Context: an optimization exercise on an open-source flow, tuned for small area, a short achievable clock period and few clock cycles. The choices shown serve that exercise and are no tape-out recipe. Only simulation tests tie the RTL to the original design; equivalence was not proved. Power and IR drop assume default switching activity.

==> design/flow/design.v <==
module aoc_solver_top #(
    parameter WIDTH    = 32,
    parameter HEIGHT   = 32,
    parameter LOG_SIZE = 10
) (
    input         clear,
    input         clock,
    input  [31:0] reg_wdata,
    input         reg_write_strobe,
    input  [3:0]  reg_addr,
    output [31:0] reg_rdata
);
    localparam LATENCY = WIDTH + 5;
    localparam CELLS   = WIDTH * HEIGHT;
    localparam [2:0] S_START    = 3'd0;
    localparam [2:0] S_LOAD     = 3'd1;
    localparam [2:0] S_PROCESS  = 3'd2;
    localparam [2:0] S_CHECK    = 3'd3;
    localparam [2:0] S_FINISHED = 3'd4;
    reg  [LOG_SIZE-1:0] ram_write_addr;
    wire ram_write_en = reg_write_strobe & (reg_addr == 4'd3);
    wire start        = reg_write_strobe & (reg_addr == 4'd0) & reg_wdata[0];
    always @(posedge clock)
        if (clear)
            ram_write_addr <= {LOG_SIZE{1'b0}};
        else if (reg_write_strobe & (reg_addr == 4'd2))
            ram_write_addr <= reg_wdata[LOG_SIZE-1:0];
    reg [2:0]          state;
    reg [LOG_SIZE-1:0] x_count, y_count, read_addr;
    reg [15:0]         total_removed;
    reg                has_changed;
    wire in_load      = (state == S_LOAD);
    wire in_process   = (state == S_PROCESS);
    wire enable_shift = in_load | in_process;
    reg mem [0:(1<<LOG_SIZE)-1];
    reg rd_q0, rd_q1, rd_q2;
    always @(posedge clock)
        if (clear) begin
            rd_q0 <= 1'b0;
            rd_q1 <= 1'b0;
            rd_q2 <= 1'b0;
        end else begin
            rd_q0 <= mem[read_addr];
            rd_q1 <= rd_q0;
            rd_q2 <= rd_q1;
        end
    wire row0 = rd_q2;
    reg [WIDTH-1:0] line1, line2;
    wire row1 = line1[WIDTH-1];
    wire row2 = line2[WIDTH-1];
    reg r0c1, r0c2, r1c1, r1c2, r2c1, r2c2;
    always @(posedge clock)
        if (clear) begin
            line1 <= {WIDTH{1'b0}};
            line2 <= {WIDTH{1'b0}};
            {r0c1, r0c2, r1c1, r1c2, r2c1, r2c2} <= 6'd0;
        end else if (enable_shift) begin
            line1 <= {line1[WIDTH-2:0], row0};
            line2 <= {line2[WIDTH-2:0], row1};
            r0c1 <= row0; r0c2 <= r0c1;
            r1c1 <= row1; r1c2 <= r1c1;
            r2c1 <= row2; r2c2 <= r2c1;
        end
    reg [LOG_SIZE-1:0] cur_x_pipe [0:LATENCY-2];
    reg [LOG_SIZE-1:0] cur_y_pipe [0:LATENCY-2];
    reg [LOG_SIZE-1:0] waddr_pipe [0:LATENCY-1];
    integer i;
    always @(posedge clock)
        if (clear) begin
            for (i = 0; i < LATENCY - 1; i = i + 1) begin
                cur_x_pipe[i] <= {LOG_SIZE{1'b0}};
                cur_y_pipe[i] <= {LOG_SIZE{1'b0}};
            end
            for (i = 0; i < LATENCY; i = i + 1)
                waddr_pipe[i] <= {LOG_SIZE{1'b0}};
        end else begin
            cur_x_pipe[0] <= x_count;
            cur_y_pipe[0] <= y_count;
            for (i = 1; i < LATENCY - 1; i = i + 1) begin
                cur_x_pipe[i] <= cur_x_pipe[i-1];
                cur_y_pipe[i] <= cur_y_pipe[i-1];
            end
            waddr_pipe[0] <= read_addr;
            for (i = 1; i < LATENCY; i = i + 1)
                waddr_pipe[i] <= waddr_pipe[i-1];
        end
    wire [LOG_SIZE-1:0] cur_x      = cur_x_pipe[LATENCY-2];
    wire [LOG_SIZE-1:0] cur_y      = cur_y_pipe[LATENCY-2];
    wire [LOG_SIZE-1:0] write_addr = waddr_pipe[LATENCY-1];
    wire is_left   = (cur_x == 0);
    wire is_right  = (cur_x == WIDTH - 1);
    wire is_top    = (cur_y == 0);
    wire is_bottom = (cur_y == HEIGHT - 1);
    wire n_ul = r2c2 & ~(is_top | is_left);
    wire n_u  = r2c1 & ~is_top;
    wire n_ur = row2 & ~(is_top | is_right);
    wire n_l  = r1c2 & ~is_left;
    wire n_r  = row1 & ~is_right;
    wire n_dl = r0c2 & ~(is_bottom | is_left);
    wire n_d  = r0c1 & ~is_bottom;
    wire n_dr = row0 & ~(is_bottom | is_right);
    wire [3:0] count_now = n_ul + n_u + n_ur + n_l + n_r + n_dl + n_d + n_dr;
    reg [3:0] neighbours_count;
    reg       center_delayed;
    always @(posedge clock)
        if (clear) begin
            neighbours_count <= 4'd0;
            center_delayed   <= 1'b0;
        end else if (enable_shift) begin
            neighbours_count <= count_now;
            center_delayed   <= r1c1;
        end
    wire remove    = in_process & center_delayed & (neighbours_count < 4'd4);
    wire advancing = in_load | (in_process & (read_addr < CELLS));
    wire                mem_we    = ram_write_en | remove;
    wire [LOG_SIZE-1:0] mem_waddr = remove ? write_addr : ram_write_addr;
    wire                mem_wdata = remove ? 1'b0 : reg_wdata[0];
    always @(posedge clock)
        if (mem_we)
            mem[mem_waddr] <= mem_wdata;
    always @(posedge clock)
        if (clear) begin
            state         <= S_START;
            x_count       <= {LOG_SIZE{1'b0}};
            y_count       <= {LOG_SIZE{1'b0}};
            read_addr     <= {LOG_SIZE{1'b0}};
            total_removed <= 16'd0;
            has_changed   <= 1'b0;
        end else begin
            if (advancing) begin
                read_addr <= read_addr + 1'b1;
                if (x_count == WIDTH - 1) begin
                    x_count <= {LOG_SIZE{1'b0}};
                    y_count <= y_count + 1'b1;
                end else
                    x_count <= x_count + 1'b1;
            end
            case (state)
                S_START:
                    if (start) begin
                        total_removed <= 16'd0;
                        read_addr     <= {LOG_SIZE{1'b0}};
                        x_count       <= {LOG_SIZE{1'b0}};
                        y_count       <= {LOG_SIZE{1'b0}};
                        has_changed   <= 1'b0;
                        state         <= S_LOAD;
                    end
                S_LOAD:
                    if (read_addr == LATENCY - 1)
                        state <= S_PROCESS;
                S_PROCESS: begin
                    if (remove) begin
                        has_changed   <= 1'b1;
                        total_removed <= total_removed + 16'd1;
                    end
                    if (write_addr == CELLS - 1)
                        state <= S_CHECK;
                end
                S_CHECK:
                    if (has_changed) begin
                        has_changed <= 1'b0;
                        read_addr   <= {LOG_SIZE{1'b0}};
                        x_count     <= {LOG_SIZE{1'b0}};
                        y_count     <= {LOG_SIZE{1'b0}};
                        state       <= S_LOAD;
                    end else
                        state <= S_FINISHED;
                default: ;
            endcase
        end
    wire done = (state == S_FINISHED);
    assign reg_rdata = (reg_addr == 4'd1) ? {total_removed, 15'd0, done} : 32'd0;
endmodule
==> design/flow/run.sh <==
#!/bin/bash
# synth_recipe.tcl (not shown) runs the flow's synth.tcl, then flattens the netlist and writes it again
# the make line also repeats each setting of config.mk as NAME=value (left out here)
make -C /OpenROAD-flow-scripts/flow DESIGN_CONFIG=/design/flow/config.mk WORK_HOME=/design/flow/orfs CLKGATE_MAP_FILE= SYNTH_SCRIPT=/design/flow/synth_recipe.tcl finish
==> design/flow/config.mk <==
export PLATFORM = sky130hd
export DESIGN_NAME = aoc_solver_top
export DESIGN_NICKNAME = aoc_solver_top
export VERILOG_FILES = /design/flow/design.v
export SDC_FILE = /design/flow/constraint.sdc
export NUM_CORES = 4
export LEC_CHECK = 0
export CAP_MARGIN = 20
export CORE_MARGIN = 2
export CORE_UTILIZATION = 40
export SLEW_MARGIN = 20
==> design/flow/constraint.sdc <==
create_clock -name core_clock -period 5.0 [get_ports {clock}]
set_input_delay 1.0000 -clock core_clock [delete_from_list [all_inputs] [get_ports {clock}]]
set_output_delay 1.0000 -clock core_clock [all_outputs]
set_load 0.01 [all_outputs]
==> run summary <==
metal layers:
| layer | up-vias | wire (microns) | global-route usage [%] |
|---|---|---|---|
| met2 | 1411 | 77400 | 26.0 |
| met5 | - | 13 | 0 |
| met4 | 2 | 4430 | 4.97 |
| met3 | 283 | 12900 | 3.10 |
| met1 | 22212 | 72000 | 22.1 |
| li1 | 20700 | - | - |
flip-flops by register name, summed over array words and instances (netlist names):
name and cells:
x_count 10, has_changed 1, mem 1024, rd_q1 1
state 3, rd_q2 1, line2 32, waddr_pipe 370
rd_q0 1, read_addr 10, neighbours_count 2, line1 32
cur_x_pipe 360, y_count 10, r2c1 1, cur_y_pipe 360
total_removed 16, ram_write_addr 10, r2c2 1
worst max-delay path, delay by kind of cell:
| kind | cells | cell delay (ns) |
|---|---|---|
| buffers and inverters | 2 | 1.00 |
| and+or+nand+nor | 2 | 1.14 |
synth_stat cells (14+ instances only):
cell type  number
dfxtp_1      1221
nor2_1       1116
nor2b_1      1091
edfxtp_1     1024
clkbuf_1      313
nand2_1       261
mux4_2        186
mux2i_1       170
a21oi_1       110
buf_1          73
o221ai_1       47
nand3_1        43
nor3_1         40
buf_2          32
o21ai_0        29
o22ai_1        28
a221oi_1       26
mux2_2         24
and2_1         23
buf_4          22
xor2_1         22
nand2b_1       21
buf_12         20
and3_1         19
xnor2_1        19
nand4_1        18
inv_1          14
path summary, 6_finish.rpt:
kind	end
setup / recovery	reg_rdata[0]
hold reg to reg	cur_y_pipe[23][7]$_SDFF_PP0_
hold / removal	cur_y_pipe[23][7]$_SDFF_PP0_
setup reg to reg	neighbours_count[2]$_SDFFE_PP0N_
layout make-up:
cell class              instances  area (sq um)  area share, %
flip-flops and latches       2245         55200           61.2
multi-input cells            3424         22200           24.6
clock buffers                 313          6350           7.04
well taps                    2640          3300           3.66
repair buffers                205          2120           2.35
clock inverters                84          1050           1.17
inverters                      16          61.3         0.0679
diodes                          1          2.50        0.00277
cells by family (layout without fill, tap and decap cells):
logic type                 after synthesis  after routing
other                                    1             16
AOI/OAI and AO/OA                      308            308
buffers and inverters                  491            618
adders and majority gates               10             10
xor gates and xnor gates                41             41
muxes                                  389            389
and+or+nand+nor                       2661           2661
DFF                                   2245           2245
report_power, final:
| part | leakage [nW] | total, mW | internal, mW | switching, mW |
|---|---|---|---|---|
| Clock | 3.64 | 16.4 | 9.41 | 6.97 |
| Combinational | 7.07 | 1.18 | 0.465 | 0.714 |
| Sequential | 19.0 | 19.2 | 19.2 | 0.0288 |
| Total | 29.7 | 36.8 | 29.1 | 7.71 |
per-stage QoR:
step,TNS [ns],setup WS (ns),utilization [%],cell area [sq um]
3_3_place_gp,0,0.917,41.9,82800
6_report,0,0.850,45.7,90300
5_1_grt,0,0.653,45.7,90300
4_1_cts,0,0.832,45.7,90200
2_1_floorplan,-836.78,-0.817,-,79700
3_5_place_dp,0,0.834,41.9,82800
==> impl_metrics.csv <==
group,metric,value,unit
outcome,status,"timing/DRC/antenna clean",
logic_synthesis,async_flop_share,0,%
hold_path,holdPathStages,1,
drt,ant_nets,0,
timing,slew_headroom,23.0,%
timing,hold_violations,0,
worst_setup_path,worstSetupStartpoint,"reg_addr[1]",
timing,fmax,0.241,GHz
drt,drt_iter0_drc,4343,
logic_synthesis,ys_ff_latch,2245,
timing,slew_viol_final,0,
global_route,grt_start_max_net_pins,172,
worst_setup_path,max_stage_delay,0.86,ns
logic_synthesis,yosysTopAreaCellShare,38.6,%
timing,holdWs,0.414,ns
timing,skew,0.0511,ns
placement,io_buffers,33,
drt,num_vias,44608,
floorplan,die_area,203000,sq um
clock_tree,tritoncts.num_buffers,212,
drt,finalWirelength,167000,microns
hold_path,hp-start,"cur_y_pipe[22][7]$_SDFF_PP0_",
layout,final_nets,6153,
worst_setup_path,cp_common_cell,"clkdlybuf4s50_1",
placement,placed_cells,8529,
global_route,globalRouteTotalUtil,16.2,%
logic_synthesis,yosysSeqAreaShare,69.3,%
logic_synthesis,synth_xor_area_share,0.451,%
global_route,grt_pass1_wl,252000,microns
layout,final_cell_mix,"dfxtp_1 (1215), nor2_1 (1115), nor2b_1 (1089), edfxtp_1 (1024), nand2_1 (259)",
clock_tree,ctsHoldBuffers,0,
layout,finalNonFillerCells,8928,
floorplan,std_cell_rows,163,
worst_setup_path,r2r_slack,1.14,ns
worst_setup_path,worstPathArrival,3.15,ns
timing,rsz0062_at_grt,"no",
clock_tree,htreeDepth,4,
clock_tree,cts_buffer_depth,3,
timing,min_period,4.15,ns
floorplan,die_w,450,microns
worst_setup_path,r2r_cells,16,
logic_synthesis,postSynthCellCount,6146,
worst_setup_path,cp_slowest_cell,"nor4b_2",
worst_setup_path,worstSetupEndpointType,"output pin",
clock_tree,root_buffer,"clkbuf_16",
drt,dr.pass1.iters,5,
power_and_ir_drop,powerDensity,407,nW/um^2
logic_synthesis,yosys-top-cells-area,"edfxtp_1 (39%), dfxtp_1 (31%), nor2b_1 (8.6%)",
timing,finalCritPeriodShare,83.0,%
worst_setup_path,startpoint_type,"primary input",
layout,final_common_cell,"dfxtp_1",
floorplan,initial_core_util,40.3,%
logic_synthesis,avgSynthCellArea,13.0,sq um
placement,gpl.final_weighted_congestion,0.817,
timing,worstMarginPinSlew,1.15,ns
drt,drcViolationCount,0,
logic_synthesis,synthMuxAreaShare,7.95,%
layout,syn2layout_area_growth,13.3,%
clock_tree,cts.sinks,2245,
worst_setup_path,path_max_fanout,17,
worst_setup_path,r2r-start,"cur_y_pipe[35][7]$_SDFF_PP0_",
logic_synthesis,synth_top_flop_cell,"dfxtp_1",
global_route,antenna_found_initial,5,
layout,num-fill-cells,17600,
logic_synthesis,yosys.area.top_type,"edfxtp_1",
logic_synthesis,syn_area,79700,sq um
clock_tree,cts_tree,"done",
layout,drive_above_1_share,12.1,%
logic_synthesis,synth.distinct_cells,71,
clock_tree,clock_latency,0.86,ns
run,maxCapViolations,0,
clock_tree,cts_setup_buffers,0,
logic_synthesis,synth_top_family_by_area,"simple AND/OR/NAND/NOR gates",
worst_setup_path,required,4.00,ns
logic_synthesis,yosys.area_share.simple,16.5,%
floorplan,io_pins,71,
worst_setup_path,worst-setup-path-type,"in2out",
logic_synthesis,synthAdderAreaFrac,0.185,%
worst_setup_path,path_cells,"clkdlybuf4s50_1 -> nor4b_2 -> and3_1 -> clkdlybuf4s50_1",
clock_tree,cts_resized,0,
global_route,grt_overflow_total,0,
drt,vias_per_cell,5.00,
power_and_ir_drop,irDropWorstVdd,378,uV
hold_path,min_path_type,"reg2reg",
power_and_ir_drop,power.total,36.8,mW
floorplan,core_area,198000,sq um
drt,wl_per_cell,18.7,microns
power_and_ir_drop,p_leak,29.7,nW
floorplan,die_h,450,microns
placement,post-dp-hpwl,92400,microns
logic_synthesis,synth-edff-count,1024,
timing,setup_violations,0,
logic_synthesis,synth_compound_area_share,2.63,%
clock_tree,path_clk_slew,0.06,ns
global_route,grt_pass1_vias,41954,
logic_synthesis,yosys_warnings,4,
Testbench counts, summed over its fixed seeds: cycles 1,697,650.

## what the ideal ports hide
Ports are ideal in the flow. The routed layout listed here was re-timed in OpenROAD. Step 1 sets driving cells, clkbuf_16 on the clock port and buf_2 on the other inputs (assumed; they add their load-dependent delay and slew). Step 2, shift: input delay + t, output delay - t, t = (earliest + latest rising clock arrival at the registers) / 2. This alone moves slack from input paths to output paths. Slacks: ideal ports / drivers / drivers and shift; pairs: ideal ports / drivers.
t, ns: 0.925
setup slack, ns: 0.850 / 0.822 / 0.822
worst hold slack (ns): 0.414 / 0.414 / 0.414
After both steps setup and hold are still met in this run. For this run, drivers alone change the setup slack by -0.028 ns; drivers and shift together by -0.028 ns.
